Source: an optimization exercise on an open RTL-to-GDS flow (aim: small area). Production flows keep margins and buffers that such runs may drop. The RTL was checked by simulation tests, not by an equivalence proof against the original design. No activity file was given, so power comes from the tool's default toggle rates.

==> flow/design.v (outline; a module is shown in full before it is edited, if it fits) <==
// module mac_arith: 1617 lines
// module fa_cell: 4 lines
// module ha_cell: 4 lines
// module bwd_arith: 1371 lines
// module top_level: 420 lines
// module rs_cell: 9 lines
module top_level (
    clk, rst, seed,
    action, state, next_state, step_o, phase, episode_o, q_cur, q_next
);
  // ...
==> flow/run.sh <==
#!/bin/bash
# synth_recipe.tcl (not shown) runs the flow's synth.tcl, then flattens the netlist and writes it again
# the make line also repeats each setting of config.mk as NAME=value (left out here)
make -C /OpenROAD-flow-scripts/flow DESIGN_CONFIG=/design/flow/config.mk WORK_HOME=/design/flow/orfs CLKGATE_MAP_FILE= SYNTH_SCRIPT=/design/flow/synth_recipe.tcl finish
==> flow/config.mk <==
export PLATFORM = sky130hd
export DESIGN_NAME = top_level
export DESIGN_NICKNAME = top_level
export VERILOG_FILES = /design/flow/design.v
export SDC_FILE = /design/flow/constraint.sdc
export NUM_CORES = 8
export LEC_CHECK = 0
export CAP_MARGIN = 20
export CORE_MARGIN = 2
export CORE_UTILIZATION = 30
export CTS_BUF_LIST = sky130_fd_sc_hd__clkbuf_8
export CTS_CLUSTER_DIAMETER = 80
export CTS_CLUSTER_SIZE = 15
export PLACE_DENSITY = 0.45
export SLEW_MARGIN = 20
export SYNTH_HIERARCHICAL = 1
export SYNTH_MINIMUM_KEEP_SIZE = 0
==> flow/constraint.sdc <==
create_clock -name core_clock -period 20.0 [get_ports {clk}]
set_input_delay 4.0000 -clock core_clock [delete_from_list [all_inputs] [get_ports {clk}]]
set_output_delay 4.0000 -clock core_clock [all_outputs]
set_load 0.01 [all_outputs]
==> out/qor.txt, run 1 <==
register bank with the most flops - w2r
Adder-Cell Fraction of Synth Area - 0.3591
row count - 199
die area - 0.2992 sq mm
CP Data Required Time - 20.73 ns
Hold EP - w2r[279]
Worst Path Buf+Inv - 4
multi-input gate share of total cell area - 0.6211
Fmax - 57.72 MHz
vias per cell - 4.900
Max Used Layer - met5
antenna violations before repair - 5
synthesized area per cell - 9.405 sq um
post-CTS setup buffer count - 0
WHS Path Cells - 1
Multi-input gate area - 0.05988 sq mm
post-layout util - 0.3285
Largest register FFs - 495
M1 GR Usage - 0.2684
Data arrival, critical path - 18.05 ns
crit path max fanout - 18
number of synthesized flops with an enable pin - 0
Multi-In Gates - 7122
status - finished clean
Global Route met2 Usage - 0.3038
Net Sw Power - 4.453 mW
Pint - 5.473 mW
setup TNS - 0 ns
Tap Cells - 3919
DRC viols - 0
Slew @ Worst Pin - 1.307 ns
reg2reg end - dl3[4]
Layout Skew - 0.08030 ns
Sequential cell area - 0.02451 sq mm
==> run 2: changes to the inputs <==
--- a/flow/config.mk
+++ b/flow/config.mk
@@ -8,9 +8,9 @@
 export CAP_MARGIN = 20
 export CORE_MARGIN = 2
 export CORE_UTILIZATION = 30
-export CTS_BUF_LIST = sky130_fd_sc_hd__clkbuf_8
-export CTS_CLUSTER_DIAMETER = 80
-export CTS_CLUSTER_SIZE = 15
+export CTS_BUF_LIST = sky130_fd_sc_hd__clkbuf_16
+export CTS_CLUSTER_DIAMETER = 120
+export CTS_CLUSTER_SIZE = 24
 export PLACE_DENSITY = 0.45
 export SLEW_MARGIN = 20
 export SYNTH_HIERARCHICAL = 1
==> run 2 against run 1 <==
Still clean. Sequential cell count is the same. Fmax shrank 0.85%. Synthesized cell count is the same.
==> out/qor.txt, run 2 <==
clk slew on worst S/H paths - 0.10 ns
Crit Path Class - register to register
H-tree depth - 3
die width - 547.0 um
row count - 199 (unchanged)
GRT Total Usage - 0.1875
biggest regs - w2r: 495 flops, w3r: 220 flops
vias per cell - 4.905 (+0.11%)
number of distinct library cells after synthesis - 102
GP Congestion - 0.8681
DRC viols - 0 (unchanged)
Mapped Cells - 9403
yosys warns - 7
pin count of the biggest net entering global routing - 154
layout cells sized above 1 - 0.03833
most frequent cells in the layout - nand2_1, fa_1, dfxtp_1
vias in the first global route - 68630
chip height - 547.0 um
CTS Sinks - 1224
Post-CTS Hold Fix Bufs - 0
cts bufs inserted - 66
final hold violation count - 0
Core Area - 0.2936 sq mm
CP max stage delay - 0.77 ns
synthesized area per cell - 9.405 sq um (unchanged)
drt pass-1 iters - 8
status - finished clean
fin crit period - 17.47 ns
ys flop type - dfxtp_1
post-CTS setup buffer count - 0 (unchanged)
Final Cycle Share - 0.8736
CTS tree - yes
Max VDD drop - 558.1 uV
critical path's top delay family - compound AO/OA/AOI/OAI gates
Worst Setup Slack, final - 2.528 ns
# port buffers - 171
# Max-Cap Violations - 0
antenna violations before repair - 3 (-2)
post-layout util - 0.3282 (about the same)
initial DRC count - 4198
synth-to-layout area growth - 8.933%
most frequent cells after synthesis - nand2_1, fa_1, dfxtp_1, nor2_1, inv_1
Layout Skew - 0.06266 ns (-0.01764 ns)
pre-CTS setup slack - 2.704 ns
Crit path top cell by count - ha_1
initial core utilization - 0.3013
number of synthesized flops with an enable pin - 0 (unchanged)
CP Data Required Time - 20.57 ns (-0.16 ns)
final std cell area, no fill - 0.09634 sq mm
CP max stage cell - nor3_1
HP Class - register to register
power density over the cells - 103.1 mW/mm^2
post-synth top area share - 0.2931
crit end category - register
Fmax - 57.24 MHz (-0.85%)
vias - 65050
Worst Path Buf+Inv - 4 (unchanged)
register bank with the most flops - w2r
total wire length - 279800 um
Final Setup Violations - 0
Hold WS - 0.3259 ns
area leader, netlist - fa_1
RSZ-0062 raised after global routing - false
clock latency on the worst-skew pair - 0.73 ns
Largest register FFs - 495 (unchanged)
Slew @ Worst Pin - 1.253 ns (-0.05365 ns)
Synth area leaders - fa_1, dfxtp_1, nand2_1, ha_1, nor2_1
net count after synthesis - 11180
placed instance area - 0.09440 sq mm
relative slew slack - 0.1614
IO Pins - 172
Resize count post-CTS - 0
Pleak - 32.42 nW
asr flop ratio synth - 0
Clock Tree Buf Depth - 3
antenna viol nets, final - 0
top-count cell post-synth - nand2_1
total grt overflow - 0
final max-slew violation count - 0
fillers - 30130
setup TNS - 0 ns (unchanged)
Data arrival, critical path - 18.04 ns (about the same)
crit path max fanout - 18 (unchanged)
root buffer cell - clkbuf_16
die area - 0.2992 sq mm (unchanged)
#FFs+latches synth - 1224
area of the mapped netlist - 0.08844 sq mm
hpwl dp - 208500 um
final net count - 11090
commonest non-fill, non-tap cell in the layout - nand2_1
Worst setup SP type - register
first-pass GRT wire length - 434800 um
register area share after synthesis - 0.2771
wire length per cell - 21.10 um
[run 2: cell counts after synthesis]
No cell type changed its count.
[run 2: path summary, 6_finish.rpt]
check                           startpoint  endpoint  slack [ns]  cells after the start
worst min register to register     b2r[17]    b2r[6]        0.33                      1
worst min-delay path               b2r[17]    b2r[6]        0.33                      1
worst max register to register   st_old[3]    dl3[4]        2.53                     62
worst max-delay path             st_old[3]    dl3[4]        2.53                     62
[run 2: routing by layer]
| layer | vias up | share of wire | global-route usage |
|---|---|---|---|
| li1 | 29980 | - | - |
| met4 | 4 | 0.019 | 0.03800 |
| met5 | - | 0.000079 | 0 |
| met2 | 1566 | 0.46 | 0.3034 |
| met3 | 272 | 0.043 | 0.02165 |
| met1 | 33230 | 0.48 | 0.2688 |
[run 2: metrics by stage]
stage	instances	total power, mW
3_5_place_dp	13170	8.528
3_3_place_gp	13170	8.664
5_1_grt	13260	11.14
2_1_floorplan	9403	7.070
4_1_cts	13260	10.10
6_report	13260	9.930
[run 2: cell type report]
class | instances | area, sq um | share of cell area
Sequential cell | 1224 | 24510 | 0.2544
Clock inverter | 20 | 232.7 | 0.002416
Inverter | 575 | 2166 | 0.02248
Antenna cell | 3 | 7.507 | 0.00007792
Clock buffer | 67 | 1677 | 0.01740
Timing Repair Buffer | 331 | 2959 | 0.03072
Multi-Input combinational cell | 7122 | 59880 | 0.6216
Tap cell | 3919 | 4903 | 0.05090
[run 2: Yosys stat by module, one instance, submodules excluded, a selection]
module | area (sq um) | flip-flops and latches | cells inside | copies in the design
mac_arith | 5727 | 0 | 1200 | 1
ha_cell | 12.51 | 0 | 1 | 16
top_level | 46840 | 1224 | 4805 | 1
bwd_arith | 7607 | 0 | 1408 | 1
fa_cell | 20.02 | 0 | 1 | 1270
[run 2: kinds of logic (layout without fill, tap and decap cells)]
kind of cell    count (synthesis)  after routing  share of synthesized area
mux                           134            134                    0.01600
xor+xnor                      224            224                    0.02248
buf+inv                      1057            993                    0.04820
simple gates                 3816           3816                     0.1904
compound gates               1186           1186                    0.08670
fa+ha+maj                    1762           1762                     0.3591
flops                        1224           1224                     0.2771
other cells                     0              3                          0
[run 2: worst reg2reg max path: cells and delay by family, from the launching register on]
kind | cells | cell delay [ns]
multiplexers | 1 | 0.45
AO/OA/AOI/OAI | 27 | 7.29
XOR/XNOR | 3 | 1.18
buffers and inverters | 4 | 0.47
adder cells (fa/ha/maj) | 8 | 2.87
flip-flops | 1 | 0.60
AND/OR/NAND/NOR | 19 | 4.49
[run 2: power by group]
group | switching (mW) | total, mW | internal [mW]
sequential | 0.0678 | 2.58 | 2.51
combinational | 3.46 | 5.84 | 2.38
clock | 0.883 | 1.51 | 0.628
total | 4.41 | 9.93 | 5.52
==> run 3: changes to the inputs <==
--- a/flow/config.mk
+++ b/flow/config.mk
@@ -9,8 +9,8 @@
 export CORE_MARGIN = 2
 export CORE_UTILIZATION = 30
 export CTS_BUF_LIST = sky130_fd_sc_hd__clkbuf_16
-export CTS_CLUSTER_DIAMETER = 120
-export CTS_CLUSTER_SIZE = 24
+export CTS_CLUSTER_DIAMETER = 130
+export CTS_CLUSTER_SIZE = 27
 export PLACE_DENSITY = 0.45
 export SLEW_MARGIN = 20
 export SYNTH_HIERARCHICAL = 1
==> run 3 against run 2 <==
Still clean. Non-clock buffer count stayed put. Global-route usage fell by 0.051 points. Clock skew shrank 0.012 ns. Fmax grew 0.16%. Critical path type unchanged. Highest routed layer unchanged.
==> out/qor.txt, run 3 <==
status - finished clean
IO Pins - 172 (unchanged)
most frequent cells after synthesis - nand2_1, fa_1, dfxtp_1, nor2_1, inv_1
CTS tree - yes
top-count cell post-synth - nand2_1
DRC viols - 0 (unchanged)
crit end category - register
commonest non-fill, non-tap cell in the layout - nand2_1
Worst Path Buf+Inv - 4 (unchanged)
number of synthesized flops with an enable pin - 0 (unchanged)
ys flop type - dfxtp_1
CP max stage delay - 0.76 ns (about the same)
net count after synthesis - 11180 (unchanged)
layout cells sized above 1 - 0.03732 (-0.001019)
drt pass-1 iters - 7 (-1)
setup TNS - 0 ns (unchanged)
wire length per cell - 21.11 um (about the same)
Fmax - 57.33 MHz (+0.16%)
most frequent cells in the layout - nand2_1, fa_1, dfxtp_1
Crit path top cell by count - ha_1
final std cell area, no fill - 0.09606 sq mm (-0.29%)
hpwl dp - 208500 um (unchanged)
met3 usage - 0.01929 (-0.002350)
# Max-Cap Violations - 0 (unchanged)
power density over the cells - 102.2 mW/mm^2 (-0.84%)
RSZ-0062 raised after global routing - false
die area - 0.2992 sq mm (unchanged)
post-CTS setup buffer count - 0 (unchanged)
Crit Path Class - register to register
biggest regs - w2r: 495 flops, w3r: 220 flops
relative slew slack - 0.1907 (+0.02935)
busiest layer in global routing - met2
fin crit period - 17.44 ns (-0.02878 ns)
Final Cycle Share - 0.8721 (-0.001439)
area leader, netlist - fa_1
Data arrival, critical path - 18.04 ns (about the same)
Post-CTS Hold Fix Bufs - 0 (unchanged)
Max VDD drop - 565.0 uV (+1.2%)
total grt overflow - 0 (unchanged)
clk slew on worst S/H paths - 0.10 ns (about the same)
HP Class - register to register
antenna violations before repair - 4 (+1)
vias - 65010 (-0.063%)
area of the mapped netlist - 0.08844 sq mm (unchanged)
H-tree depth - 2 (-1)
initial core utilization - 0.3013 (unchanged)
placed instance area - 0.09440 sq mm (unchanged)
crit path max fanout - 18 (unchanged)
cts bufs inserted - 56 (-15%)
Worst setup SP type - register
fillers - 30150 (+0.080%)
register area share after synthesis - 0.2771 (unchanged)
register bank with the most flops - w2r
Mapped Cells - 9403 (unchanged)
Global Route met2 Usage - 0.3036 (about the same)
vias per cell - 4.908 (about the same)
number of distinct library cells after synthesis - 102 (unchanged)
GP Congestion - 0.8681 (unchanged)
GRT Total Usage - 0.1870 (-0.0005139)
synth-to-layout area growth - 8.617%
post-synth top area share - 0.2931 (unchanged)
Pleak - 32.28 nW (-0.44%)
synthesized area per cell - 9.405 sq um (unchanged)
total wire length - 279600 um (about the same)
yosys warns - 7 (unchanged)
CP Data Required Time - 20.60 ns (+0.03 ns)
final max-slew violation count - 0 (unchanged)
asr flop ratio synth - 0 (unchanged)
post-layout util - 0.3272 (-0.0009500)
initial DRC count - 4237 (+0.93%)
vias in the first global route - 68660 (+0.048%)
pin count of the biggest net entering global routing - 154 (unchanged)
Final Setup Violations - 0 (unchanged)
root buffer cell - clkbuf_16
first-pass GRT wire length - 434500 um (about the same)
Synth area leaders - fa_1, dfxtp_1, nand2_1, ha_1, nor2_1
clock latency on the worst-skew pair - 0.74 ns (about the same)
Resize count post-CTS - 0 (unchanged)
CTS Sinks - 1224 (unchanged)
# port buffers - 171 (unchanged)
Clock Tree Buf Depth - 3 (unchanged)
Slew @ Worst Pin - 1.209 ns (-0.04386 ns)
Largest register FFs - 495 (unchanged)
Core Area - 0.2936 sq mm (unchanged)
Layout Skew - 0.05095 ns (-0.01171 ns)
row count - 199 (unchanged)
#FFs+latches synth - 1224 (unchanged)
final net count - 11080 (-0.090%)
die width - 547.0 um (unchanged)
Design Power - 9.818 mW (-1.1%)
final hold violation count - 0 (unchanged)
antenna viol nets, final - 0 (unchanged)
chip height - 547.0 um (unchanged)
CP max stage cell - nor3_1
M1 GR Usage - 0.2696 (+0.0008200)
critical path's top delay family - compound AO/OA/AOI/OAI gates
## run 3: changes by cell type in the layout (fill, tap and decap cells not counted), moves of 2 or more
| cell | delta |
|---|---|
| clkbuf_16 | -10 |
| clkinv_8 | -3 |
| inv_8 | +3 |
| clkinv_4 | -2 |
| clkinvlp_4 | +2 |
| diode_2 | -2 |
## run 3: routing by layer
metal / wire [um] / share of wire / vias up
li1: - / - / 29950
met1: 134000 / 0.48 / 33290
met2: 128800 / 0.46 / 1523
met3: 11370 / 0.041 / 240
met4: 5376 / 0.019 / 4
met5: 33 / 0.00012 / -
## run 3: cell families (layout without fill, tap and decap cells)
group,after synthesis,after routing,share of synthesized area
flops,1224,1224,0.2771
xor+xnor,224,224,0.02248
buf+inv,1057,980,0.04820
mux,134,134,0.01600
other cells,0,1,0
simple gates,3816,3816,0.1904
fa+ha+maj,1762,1762,0.3591
compound gates,1186,1186,0.08670
## run 3: per-module statistics from Yosys, one instance, submodules excluded, a selection
module	cells inside	flip-flops and latches
bwd_arith	1408	0
fa_cell	1	0
ha_cell	1	0
mac_arith	1200	0
top_level	4805	1224
## run 3: path summary, 6_finish.rpt
kind / cells after the start / start / slack (ns) / end
worst max-delay path: 62 / st_old[3] / 2.56 / dl3[4]
worst max register to register: 62 / st_old[3] / 2.56 / dl3[4]
worst min register to register: 1 / w2r[15] / 0.36 / w2r[4]
worst min-delay path: 1 / w2r[15] / 0.36 / w2r[4]
## run 3: power by group
group | switching [mW] | internal, mW | leakage (nW)
combinational | 3.47 | 2.39 | 21.6
clock | 0.855 | 0.535 | 0.797
sequential | 0.0689 | 2.51 | 9.93
total | 4.39 | 5.43 | 32.3
## run 3: cell type report
type                            instances  area [sq um]  share of cell area
Antenna cell                            1         2.502          0.00002605
Timing Repair Buffer                  331          2959             0.03080
Tap cell                             3919          4903             0.05105
Inverter                              575          2166             0.02255
Sequential cell                      1224         24510              0.2552
Clock buffer                           57          1426             0.01485
Multi-Input combinational cell       7122         59880              0.6234
Clock inverter                         17         206.4            0.002149
## run 3: worst reg2reg max path: cells and delay by family (launching register included)
| kind | cells | cell delay, ns |
|---|---|---|
| DFF | 1 | 0.60 |
| muxes | 1 | 0.45 |
| adders and majority gates | 8 | 2.86 |
| xor gates and xnor gates | 3 | 1.19 |
| and+or+nand+nor | 19 | 4.48 |
| buffers and inverters | 4 | 0.47 |
| AOI/OAI and AO/OA | 27 | 7.29 |
## run 3: per-stage QoR
step	hold WS, ns	worst slack, ns	cells
floorplan	0.3517	4.825	9403
global placement	0.3517	2.606	13170
detailed placement	0.3548	2.704	13170
CTS	0.3450	2.566	13240
global route	0.3654	1.050	13250
finish	0.3592	2.557	13250
==> run 4: changes to the inputs <==
--- a/flow/config.mk
+++ b/flow/config.mk
@@ -8,9 +8,7 @@
 export CAP_MARGIN = 20
 export CORE_MARGIN = 2
 export CORE_UTILIZATION = 30
-export CTS_BUF_LIST = sky130_fd_sc_hd__clkbuf_16
-export CTS_CLUSTER_DIAMETER = 130
-export CTS_CLUSTER_SIZE = 27
+export CTS_BUF_LIST = sky130_fd_sc_hd__clkbuf_4
 export PLACE_DENSITY = 0.45
 export SLEW_MARGIN = 20
 export SYNTH_HIERARCHICAL = 1
==> run 4 against run 3 <==
Register-to-register slack got worse by 0.05 ns. Clock-buffer cell count grew 404. First-iteration DRC count shrank 1.5%. Synthesized cell count unchanged. Worst setup slack lost 0.049 ns. Clock power rose by 63%. Sequential share of layout area down 0.65 points. Synthesized area did not move. Via count up 3.2%.
==> out/qor.txt, run 4 <==
antenna violations before repair - 11 (+7)
Max VDD drop - 550.8 uV (-2.5%)
setup TNS - 0 ns (unchanged)
crit path max fanout - 18 (unchanged)
Hold WS - 0.2589 ns (-0.1003 ns)
synthesized area per cell - 9.405 sq um (unchanged)
final hold violation count - 0 (unchanged)
Clock Tree Buf Depth - 4 (+1)
die width - 547.0 um (unchanged)
pin count of the biggest net entering global routing - 154 (unchanged)
met3 routed WL - 13720 um (+21%)
most frequent cells after synthesis - nand2_1, fa_1, dfxtp_1, nor2_1, inv_1
CTS tree - yes
Final Setup Violations - 0 (unchanged)
Net Sw Power - 4.627 mW (+5.4%)
total grt overflow - 0 (unchanged)
register area share after synthesis - 0.2771 (unchanged)
Clock power frac - 0.212 (+0.070)
status - finished clean
number of distinct library cells after synthesis - 102 (unchanged)
vias - 67060 (+3.2%)
fin crit period - 17.49 ns (+0.04915 ns)
clock latency on the worst-skew pair - 1.21 ns (+0.47 ns)
yosys warns - 7 (unchanged)
drt pass-1 iters - 7 (unchanged)
Post-CTS Hold Fix Bufs - 0 (unchanged)
hpwl dp - 208500 um (unchanged)
biggest regs - w2r: 495 flops, w3r: 220 flops
final net count - 11370 (+2.6%)
Pleak - 33.92 nW (+5.1%)
top-count cell post-synth - nand2_1
most frequent cells in the layout - nand2_1, fa_1, dfxtp_1
Slew @ Worst Pin - 1.317 ns (+0.1077 ns)
layout cells sized above 1 - 0.07859 (+0.04127)
post-layout util - 0.3357 (+0.008499)
#FFs+latches synth - 1224 (unchanged)
Pint - 6.076 mW (+12%)
Comb power frac - 0.547 (-0.049)
DRC viols - 0 (unchanged)
Crit path top cell by count - a21o_1
Data arrival, critical path - 18.48 ns (+0.44 ns)
antenna viol nets, final - 0 (unchanged)
RSZ-0062 raised after global routing - false
Worst setup SP type - register
IO Pins - 172 (unchanged)
vias per cell - 4.881 (-0.54%)
clk slew on worst S/H paths - 0.06 ns (-0.04 ns)
power density over the cells - 108.6 mW/mm^2 (+6.2%)
HP Class - register to register
post-CTS setup buffer count - 0 (unchanged)
Final Cycle Share - 0.8746 (+0.002458)
FF-to-FF setup slack - 2.51 ns (-0.05 ns)
wire length per cell - 20.69 um (-2.0%)
root buffer cell - clkbuf_4
number of synthesized flops with an enable pin - 0 (unchanged)
Sw Share - 0.4323 (-0.01475)
area leader, netlist - fa_1
Core Area - 0.2936 sq mm (unchanged)
GP Congestion - 0.8681 (unchanged)
Layout Skew - 0.1443 ns (+0.09333 ns)
Fmax - 57.17 MHz (-0.28%)
CP max stage cell - nor3_1
ys flop type - dfxtp_1
Largest register FFs - 495 (unchanged)
Synth area leaders - fa_1, dfxtp_1, nand2_1, ha_1, nor2_1
commonest non-fill, non-tap cell in the layout - nand2_1
CTS Sinks - 1224 (unchanged)
CP Data Required Time - 20.99 ns (+0.39 ns)
wire length on met2 - 130700 um (+1.5%)
GRT Total Usage - 0.1902 (+0.003232)
die area - 0.2992 sq mm (unchanged)
CP max stage delay - 0.76 ns (about the same)
Flop pwr share - 0.241 (-0.021)
register bank with the most flops - w2r
vias in the first global route - 71520 (+4.2%)
total wire length - 284300 um (+1.7%)
# Max-Cap Violations - 0 (unchanged)
initial DRC count - 4172 (-1.5%)
post-synth top area share - 0.2931 (unchanged)
Crit Path Class - register to register
initial core utilization - 0.3013 (unchanged)
final max-slew violation count - 0 (unchanged)
asr flop ratio synth - 0 (unchanged)
area of the mapped netlist - 0.08844 sq mm (unchanged)
# port buffers - 171 (unchanged)
net count after synthesis - 11180 (unchanged)
crit end category - register
H-tree depth - 5 (+3)
M1 WL - 133600 um (-0.37%)
synth-to-layout area growth - 11.44%
relative slew slack - 0.1187 (-0.07205)
first-pass GRT wire length - 442000 um (+1.7%)
Mapped Cells - 9403 (unchanged)
chip height - 547.0 um (unchanged)
Resize count post-CTS - 0 (unchanged)
Max Used Layer - met5
row count - 199 (unchanged)
cts bufs inserted - 340 (+510%)
## run 4: cell families after synthesis
family                   synth area share
buffers and inverters             0.04820
flip-flops                         0.2771
multiplexers                      0.01600
XOR/XNOR                          0.02248
AO/OA/AOI/OAI                     0.08670
AND/OR/NAND/NOR                    0.1904
adder cells (fa/ha/maj)            0.3591
## run 4: layout make-up
type	count	area [sq um]
antenna	8	20.02
tap	3919	4903
clock inverter	99	658.1
inverter	575	2166
sequential	1224	24510
clock buffer	461	3461
fill	30220	195000
multi-input combinational	7122	59890
timing repair buffer	330	2948
## run 4: power by group through the flow
stage	Clock, mW	Combinational, mW	Sequential, mW
3_3_place_gp	0	6.03	2.63
4_1_cts	2.37	5.95	2.58
6_report	2.27	5.86	2.58
3_5_place_dp	0	5.90	2.63
2_1_floorplan	0	4.48	2.59
5_1_grt	2.49	6.90	2.58
## run 4: routing by layer
layer,global-route usage,vias to the layer above
met3,0.02934,385
met4,0.04731,10
met1,0.2666,34110
li1,-,30810
met2,0.3056,1751
met5,0,-
## run 4: critical path: cells and delay by family (launching register included)
family	cells	cell delay, ns
XOR/XNOR	3	0.65
adder cells (fa/ha/maj)	8	2.79
multiplexers	2	0.85
buffers and inverters	4	0.47
flip-flops	1	0.59
AND/OR/NAND/NOR	18	4.28
AO/OA/AOI/OAI	31	7.62
## run 4: per-stage QoR
stage / setup WS (ns) / instance area [sq um] / instances / power, mW
floorplan: 4.825 / 88440 / 9403 / 7.070
global placement: 2.606 / 94370 / 13170 / 8.664
detailed placement: 2.704 / 94400 / 13170 / 8.528
CTS: 2.524 / 98520 / 13730 / 10.90
global route: 0.9962 / 98550 / 13730 / 11.97
finish: 2.508 / 98560 / 13740 / 10.70
## run 4: path summary, 6_finish.rpt
path	startpoint	cells past startpoint	to
max	st_old[3]	66	dl3[4]
min	w2r[279]	1	w2r[323]
max reg2reg	st_old[3]	66	dl3[4]
min reg2reg	w2r[279]	1	w2r[323]
## run 4: modules after synthesis, one instance, submodules excluded, excerpt
module,cells,flip-flops and latches,area (sq um),times used
top_level,4805,1224,46840,1
bwd_arith,1408,0,7607,1
mac_arith,1200,0,5727,1
fa_cell,1,0,20.02,1270
ha_cell,1,0,12.51,16

re-timing with driven ports:
The results above use ideal ports. As a check the final layouts listed here were re-extracted and re-timed, cells and wires unchanged.
Step 1 (the two cells are an assumption about what drives the block):
set clk [get_ports {clk}]
set_driving_cell -lib_cell sky130_fd_sc_hd__clkbuf_16 $clk
set_driving_cell -lib_cell sky130_fd_sc_hd__buf_2 [delete_from_list [all_inputs] $clk]
Step 2, shift: input delay + t, output delay - t, t = (earliest + latest rising clock arrival at the registers) / 2. This alone moves slack from input paths to output paths.
a / b / c = no drivers / after step 1 / after step 2; a / b = the first two.
run	t (ns)	setup slack, ns	hold slack, ns	slew at the worst register clock pin (ns)	cell pins on the clock port's net
run 1	0.949	2.676 / 2.676 / 2.676	0.340 / 0.340 / 0.340	0.12 / 0.12	1
run 2	0.792	2.528 / 2.528 / 2.528	0.326 / 0.326 / 0.326	0.11 / 0.11	1
run 3	0.805	2.557 / 2.557 / 2.557	0.359 / 0.359 / 0.359	0.12 / 0.12	1
run 4	1.220	2.508 / 2.508 / 2.508	0.259 / 0.259 / 0.259	0.09 / 0.09	1
After both steps every run listed still meets setup and hold.
